This design comes from an exercise in tuning for small area and a short achievable clock period on the open sky130 flow, not from production work.
Function was checked by simulation only, so behaviour that the tests miss may differ from the original.
Power is estimated from default activity; no workload was simulated.

==> flow/design.v (outline; a module is shown in full before it is edited, if it fits) <==
// module Xor: 9 lines
// module Full_Adder: 9 lines
// module Full_Adder32: 20 lines
// module ALU_Adder: 15 lines
// module ALU: 56 lines
// module Mult: 454 lines
// module DCache: 65 lines
// module IssueQueueInt: 138 lines
// module IssueQueueMult: 103 lines
// module IssueQueueLS: 164 lines
// module IssueUnit: 91 lines
// module FullFlags: 16 lines
// module BackEnd: 149 lines
// module tomasulo_backend: 88 lines
module tomasulo_backend (
   input                Clk,
   input                Rst,
   input       [ 4:0]   Dispatch_Rd_Tag,
   input       [31:0]   Dispatch_Rs_Data,
   input       [ 4:0]   Dispatch_Rs_Tag,
   input                Dispatch_Rs_Data_Val,
   input       [31:0]   Dispatch_Rt_Data,
   input       [ 4:0]   Dispatch_Rt_Tag,
   input                Dispatch_Rt_Data_Val,
   input       [ 3:0]   Dispatch_Opcode_Int,
   input       [ 4:0]   Dispatch_Shfamt_Int,
   input                Dispatch_Opcode_LS,
   input       [15:0]   Dispatch_Imm_LS,
   input                Dispatch_Enable_Int0,
   input                Dispatch_Enable_Int1,
   input                Dispatch_Enable_Mult,
   input                Dispatch_Enable_LS,
   output               IssueQueInt0_Full,
   output               IssueQueInt1_Full,
   output               IssueQueMult_Full,
   output               IssueQueLS_Full,
   output      [ 4:0]   CDB_Tag,
   output      [31:0]   CDB_Data,
   output               CDB_Valid,
   output               CDB_Branch,
   output               CDB_Branch_Taken,
   input                RB_Store_Ready,
   input                RB_Flush_Valid,
   output               ALU0_Overflow,
   output               ALU0_Carry_Out,
   output               ALU1_Overflow,
   output               ALU1_Carry_Out
);
  // ...
==> flow/flow/run.sh <==
#!/bin/bash
# The standard layout (standard.sh, with its synthesis unchanged), with:
#  - timing repair aimed at a setup target tighter than the clock period,
#  - buf_4 cells as the port buffers,
set -euo pipefail
bash standard.sh \
  SETUP_SLACK_MARGIN=17 \
  "BUFFER_PORTS_ARGS=-buffer_cell sky130_fd_sc_hd__buf_4" \
  "CTS_ARGS=-sink_clustering_enable -repair_clock_nets -dont_use_dummy_load -sink_clustering_size 20 -buf_list {sky130_fd_sc_hd__clkbuf_4 sky130_fd_sc_hd__clkbuf_8}" \
  finish > make_finish.log 2>&1
==> flow/standard.sh <==
#!/bin/bash
# synth_recipe.tcl (not shown) runs the flow's synth.tcl, then flattens the netlist and writes it again
# the make line also repeats each setting of config.mk as NAME=value (left out here)
make -C /OpenROAD-flow-scripts/flow DESIGN_CONFIG=/design/flow/config.mk WORK_HOME=/design/flow/orfs CLKGATE_MAP_FILE= SYNTH_SCRIPT=/design/flow/synth_recipe.tcl "${@:-finish}"
==> flow/config.mk <==
export PLATFORM = sky130hd
export DESIGN_NAME = tomasulo_backend
export DESIGN_NICKNAME = tomasulo_backend
export VERILOG_FILES = /design/flow/design.v
export SDC_FILE = /design/flow/constraint.sdc
export NUM_CORES = 4
export LEC_CHECK = 0
export CAP_MARGIN = 10
export CORE_MARGIN = 2
export CORE_UTILIZATION = 65
export GPL_TIMING_DRIVEN = 0
export SLEW_MARGIN = 10
export SYNTH_HIERARCHICAL = 1
export SYNTH_MINIMUM_KEEP_SIZE = 9000
==> flow/constraint.sdc <==
create_clock -name core_clock -period 28.0 [get_ports {Clk}]
set_input_delay 5.6000 -clock core_clock [delete_from_list [all_inputs] [get_ports {Clk}]]
set_output_delay 5.6000 -clock core_clock [all_outputs]
set_load 0.01 [all_outputs]
==> impl_metrics.json, run 1 <==
{
  "rrSetupSlack_ps": 16930,
  "met1_usage_pct": 64.5,
  "crit_buf_inv": 2,
  "grt_pass1_vias": 107348,
  "multi_input_area_share_pct": 42.6,
  "combPwrFrac_pct": 59.8,
  "drv_slew": 40,
  "core_mm2": 0.183,
  "dr_wl_met2_mm": 212,
  "cp_cell_sequence": "buf_12 -> mux2i_4 -> buf_6",
  "cp.depth": 3,
  "synth_compound_area_share_pct": 16.4,
  "final_cell_mix": "nand2_1, dfrtp_1, o21ai_0",
  "critPathCaptureType": "output pin",
  "n_tap_cell": 2464,
  "powerDensity_mw_per_mm2": 136,
  "ys_ff_latch": 2249,
  "syn_nets": 12391,
  "r2r_start": "BackEnd_inst0.IssueUnit_inst0.sel1_reg$_DFF_PP0_",
  "ys_types": 126,
  "grtUsageMet3_pct": 24.6,
  "grt-busiest-layer": "met2",
  "clk_share_pct": 3.93,
  "root_buffer": "clkbuf_8",
  "synthAdderAreaFrac_pct": 5.21,
  "multi_input_comb_area_mm2": 0.0563,
  "violations": "max-capacitance violations, max-slew violations",
  "p_seq_mw": 4.73,
  "fillers": 13164,
  "nets": 13059,
  "p_int_mw": 8.66,
  "max_cap_viol_count": 7,
  "synthFlopType": "dfrtp_1",
  "status": "failed layout checks",
  "synth_xor_area_share_pct": 2.52,
  "holdCritStartpoint": "BackEnd_inst0.Mult_inst0.p1_reg[2]$_DFF_P_",
  "cts_max_level": 5
}
==> run 2, diff against run 1 <==
--- a/flow/flow/run.sh
+++ b/flow/flow/run.sh
@@ -8,3 +8,3 @@
   "BUFFER_PORTS_ARGS=-buffer_cell sky130_fd_sc_hd__buf_4" \
-  "CTS_ARGS=-sink_clustering_enable -repair_clock_nets -dont_use_dummy_load -sink_clustering_size 20 -buf_list {sky130_fd_sc_hd__clkbuf_4 sky130_fd_sc_hd__clkbuf_8}" \
+  "CTS_ARGS=-sink_clustering_enable -repair_clock_nets -dont_use_dummy_load -sink_clustering_size 30 -sink_clustering_max_diameter 40 -buf_list {sky130_fd_sc_hd__clkbuf_8}" \
   finish > make_finish.log 2>&1
--- a/flow/config.mk
+++ b/flow/config.mk
@@ -7,7 +7,6 @@
 export LEC_CHECK = 0
-export CAP_MARGIN = 10
+export CAP_MARGIN = 20
 export CORE_MARGIN = 2
-export CORE_UTILIZATION = 65
-export GPL_TIMING_DRIVEN = 0
-export SLEW_MARGIN = 10
+export CORE_UTILIZATION = 68
+export SLEW_MARGIN = 20
 export SYNTH_HIERARCHICAL = 1
==> run 2 against run 1 <==
Effect of this change: now clean on timing, DRC and antenna; global-route usage decreased by 9.0 points; sequential power about the same; utilization increased by 1.5 points; fmax about the same; flip-flop and latch count unchanged; synthesized cell count unchanged; sequential share of layout area increased by 1.3 points; combinational power decreased by 11%; clock-buffer cell count decreased by 69; die area decreased by 4.4%; critical path type unchanged; highest routed layer unchanged.
==> impl_metrics.json, run 2 <==
{
  "p_leak_nw": 53.8,
  "critPathKind": "in -> out",
  "cts_made_buffers": 309,
  "max_cap_viol_count": 0,
  "hold_violations": 0,
  "total_power_mw": 16.4,
  "post_drt_wl_per_cell_um": 30.2,
  "yosysMostFrequentCell": "nand2_1",
  "syn_nets": 12391,
  "r2r_start": "BackEnd_inst0.IssueUnit_inst0.sel1_reg$_DFF_PP0_",
  "routed_wl_mm": 426,
  "ys_ff_latch": 2249,
  "grt_use_total_pct": 46.8,
  "cts_max_level": 5,
  "grt_pass1_vias": 97669,
  "critPathCaptureType": "output pin",
  "synth_top_cells_by_count": "nand2_1, dfrtp_1, o21ai_0",
  "fillers": 12325,
  "hold_depth": 0,
  "portBuffers": 153,
  "dr.pass1.iters": 10,
  "path_clk_slew_ps": 90,
  "grtUsageMet3_pct": 13.7,
  "p_seq_share_pct": 28.7,
  "met1_usage_pct": 57.5,
  "skew_ps": 136,
  "worst_skew_pair.late_latency_ps": 1120,
  "min_period_ps": 11710,
  "dp_slack_ps": 15890,
  "synth-edff-count": 788,
  "placed_area_mm2": 0.123,
  "setup_viol": 0,
  "holdCritStartpoint": "BackEnd_inst0.Mult_inst0.p1_reg[1]$_DFF_P_",
  "via_count": 100411,
  "yosys.area_share.simple_pct": 13.9,
  "slew_headroom_pct": 9.89,
  "hpwl_mm": 286,
  "final_common_cell": "nand2_1",
  "ioPinCount": 163,
  "r2r_cells": 30,
  "synth_xor_area_share_pct": 2.52,
  "viasPerCell": 7.11,
  "yosys-mux-area-fraction_pct": 8.46,
  "cp_cell_sequence": "buf_16 -> mux2i_4 -> buf_6",
  "synth_top_area_share_pct": 24.2,
  "netlist_instances": 11899,
  "root_buffer": "clkbuf_8",
  "power.share.clock_pct": 13.1,
  "rrSetupSlack_ps": 18530,
  "tns_ps": 0,
  "crit_path_top_delay_cell": "mux2i_4",
  "tritoncts": "yes",
  "worstPathMaxFanout": 4,
  "critPathArrivalTime_ps": 6110,
  "grt_start_max_net_pins": 181,
  "grt_pass1_wl_mm": 624,
  "hold_buffers": 0,
  "syn_area_mm2": 0.120,
  "combPwrFrac_pct": 58.3,
  "num_rows": 153,
  "synthFlopType": "dfrtp_1",
  "gp_congestion": 1.03,
  "max_stage_delay_ps": 270,
  "drv_slew": 0,
  "hold_class": "reg -> reg",
  "switching_share_pct": 48.8,
  "clock_path_buffers": 4,
  "path_delay_family": "multiplexers",
  "drive_gt1_share_pct": 13.6,
  "synthAdderAreaFrac_pct": 5.21,
  "antenna_found_initial": 34,
  "holdPathEnd": "BackEnd_inst0.Mult_inst0.p2_reg[1]$_DFF_P_",
  "yosysWarningCount": 71,
  "grt_util_met2_pct": 69.7,
  "synth_top_family_by_area": "compound AO/OA/AOI/OAI gates",
  "grt-busiest-layer": "met2",
  "drc": 0,
  "synth_compound_area_share_pct": 16.4,
  "core_mm2": 0.174,
  "start_kind": "input pin",
  "first_iter_violations": 14801,
  "switching_power_mw": 8.03,
  "syn2layout_area_growth_pct": 7.39,
  "ys_top_cells_by_area": "dfrtp_1, edfxtp_1, mux2_2",
  "final_cell_mix": "nand2_1, dfrtp_1, o21ai_0",
  "die_x_um": 424,
  "powerDensity_mw_per_mm2": 128,
  "ys_seq_area_share_pct": 49.2,
  "avgSynthCellArea_um2": 10.1,
  "grt_overflow": 0,
  "p_int_mw": 8.42,
  "async_flop_share_pct": 52.4,
  "worst_pin_slew_ps": 1340,
  "die-area_mm2": 0.179,
  "min_period_over_period_pct": 41.8,
  "fin_ws_ps": 16290,
  "ys_types": 126,
  "timing.fmax_ghz": 0.0854,
  "chipHeight_um": 424,
  "ant_nets": 0,
  "crit_buf_inv": 2,
  "ir_worst_vdd_mv": 0.386,
  "stdcell_area_mm2": 0.129,
  "required_ps": 22400,
  "nets": 12259,
  "rsz0062_at_grt": "true",
  "status": "finished clean",
  "r2r_end": "BackEnd_inst0.IssueUnit_inst0.CDB_Branch_Taken$_DFF_PP0_",
  "synth.largest_area_cell": "dfrtp_1",
  "cts.sinks": 2249,
  "initial_core_util_pct": 68.6
}
## run 2: kinds of logic (layout without fill, tap and decap cells)
kind of cell             after synthesis  after routing
AND/OR/NAND/NOR                     3641           3641
AO/OA/AOI/OAI                       3063           3063
flip-flops                          2249           2249
buffers and inverters               1292           1158
multiplexers                         933            933
adder cells (fa/ha/maj)              377            377
XOR/XNOR                             344            344
other                                  0             36
## run 2: layout make-up
class                      instances  area (µm²)  share of cell area (%)
sequential                      2249       58900                    45.8
antenna                           36        90.1                  0.0701
tap                             2325        2910                    2.26
clock buffer                     309        4250                    3.31
inverter                         392        1480                    1.15
multi-input combinational       8358       56800                    44.2
timing repair buffer             457        4180                    3.26
## run 2: worst max path at each step
stage,depth (start not counted),to,slack [ps],startpoint
after global placement,14,BackEnd_inst0.IssueQueueInt_inst1.rtd[1][20]$_DFFE_PP_,15920,RB_Store_Ready
final,3,IssueQueInt0_Full,16290,RB_Store_Ready
after detailed placement,14,BackEnd_inst0.IssueQueueInt_inst1.rtd[1][20]$_DFFE_PP_,15890,RB_Store_Ready
after global routing,3,IssueQueInt0_Full,16280,RB_Store_Ready
after CTS,3,IssueQueInt0_Full,16290,RB_Store_Ready
after floorplan,1,BackEnd_inst0.DCache_inst0.bank0[0][0]$_DFFE_PP0P_,6150,Rst
## run 2: per-module statistics from Yosys (local to each module, per instance)
module            cells inside  copies in the design  area, µm²
BackEnd                  11896                     1     120000
tomasulo_backend             3                     1       30.0
## run 2: stage by stage
stage               hold slack [ps]  std cells  utilization, %
floorplan                       310      11899               -
global placement                311      13721            70.4
detailed placement              313      13726            70.5
CTS                             319      14074            73.4
global route                    309      14095            73.7
finish                          306      14126            73.7
## run 2: power by group through the flow
stage	clock network, mW	registers (mW)	logic [mW]
6_report	2.15	4.72	9.58
5_1_grt	2.25	4.78	10.1
4_1_cts	2.13	4.69	9.11
3_5_place_dp	0	4.75	8.97
3_3_place_gp	0	4.71	8.79
2_1_floorplan	0	4.51	6.04
## run 2: routing by layer
metal / share of wire [%] / vias up
met2: 43 / 7541
met4: 9.3 / 18
met3: 13 / 2064
li1: - / 42441
met5: 0.040 / -
met1: 34 / 48347
## run 2: repair_timing
action,in CTS,in global routing
setup endpoints to repair,32,39
gates cloned,12,0
gates resized for setup,81,13
setup buffers,27,4
hold endpoints to repair,0,0
pin swaps,27,7

-- what the ideal ports hide --
The results above use ideal ports. As a check the final layouts listed here were re-extracted and re-timed, cells and wires unchanged. Step 1: set_driving_cell puts a clkbuf_16 on Clk and a buf_2 on each other input, an assumption about the parent block. Step 2 times the ports against the registers' clock, not the clock port: input delays grow and output delays shrink by t, the midpoint of the rising clock arrivals with the driver on. Three values: ideal, step 1, step 2; two values: the first two.
| run | shift t [ns] | setup WS [ns] | cell pins on the clock port's net |
|---|---|---|---|
| run 1 | 1.205 | 16.291 / 16.227 / 15.701 | 1 |
| run 2 | 1.147 | 16.288 / 16.108 / 15.766 | 1 |
For run 1, which loses most, drivers alone change the setup slack by -0.064 ns; drivers and shift together by -0.590 ns.
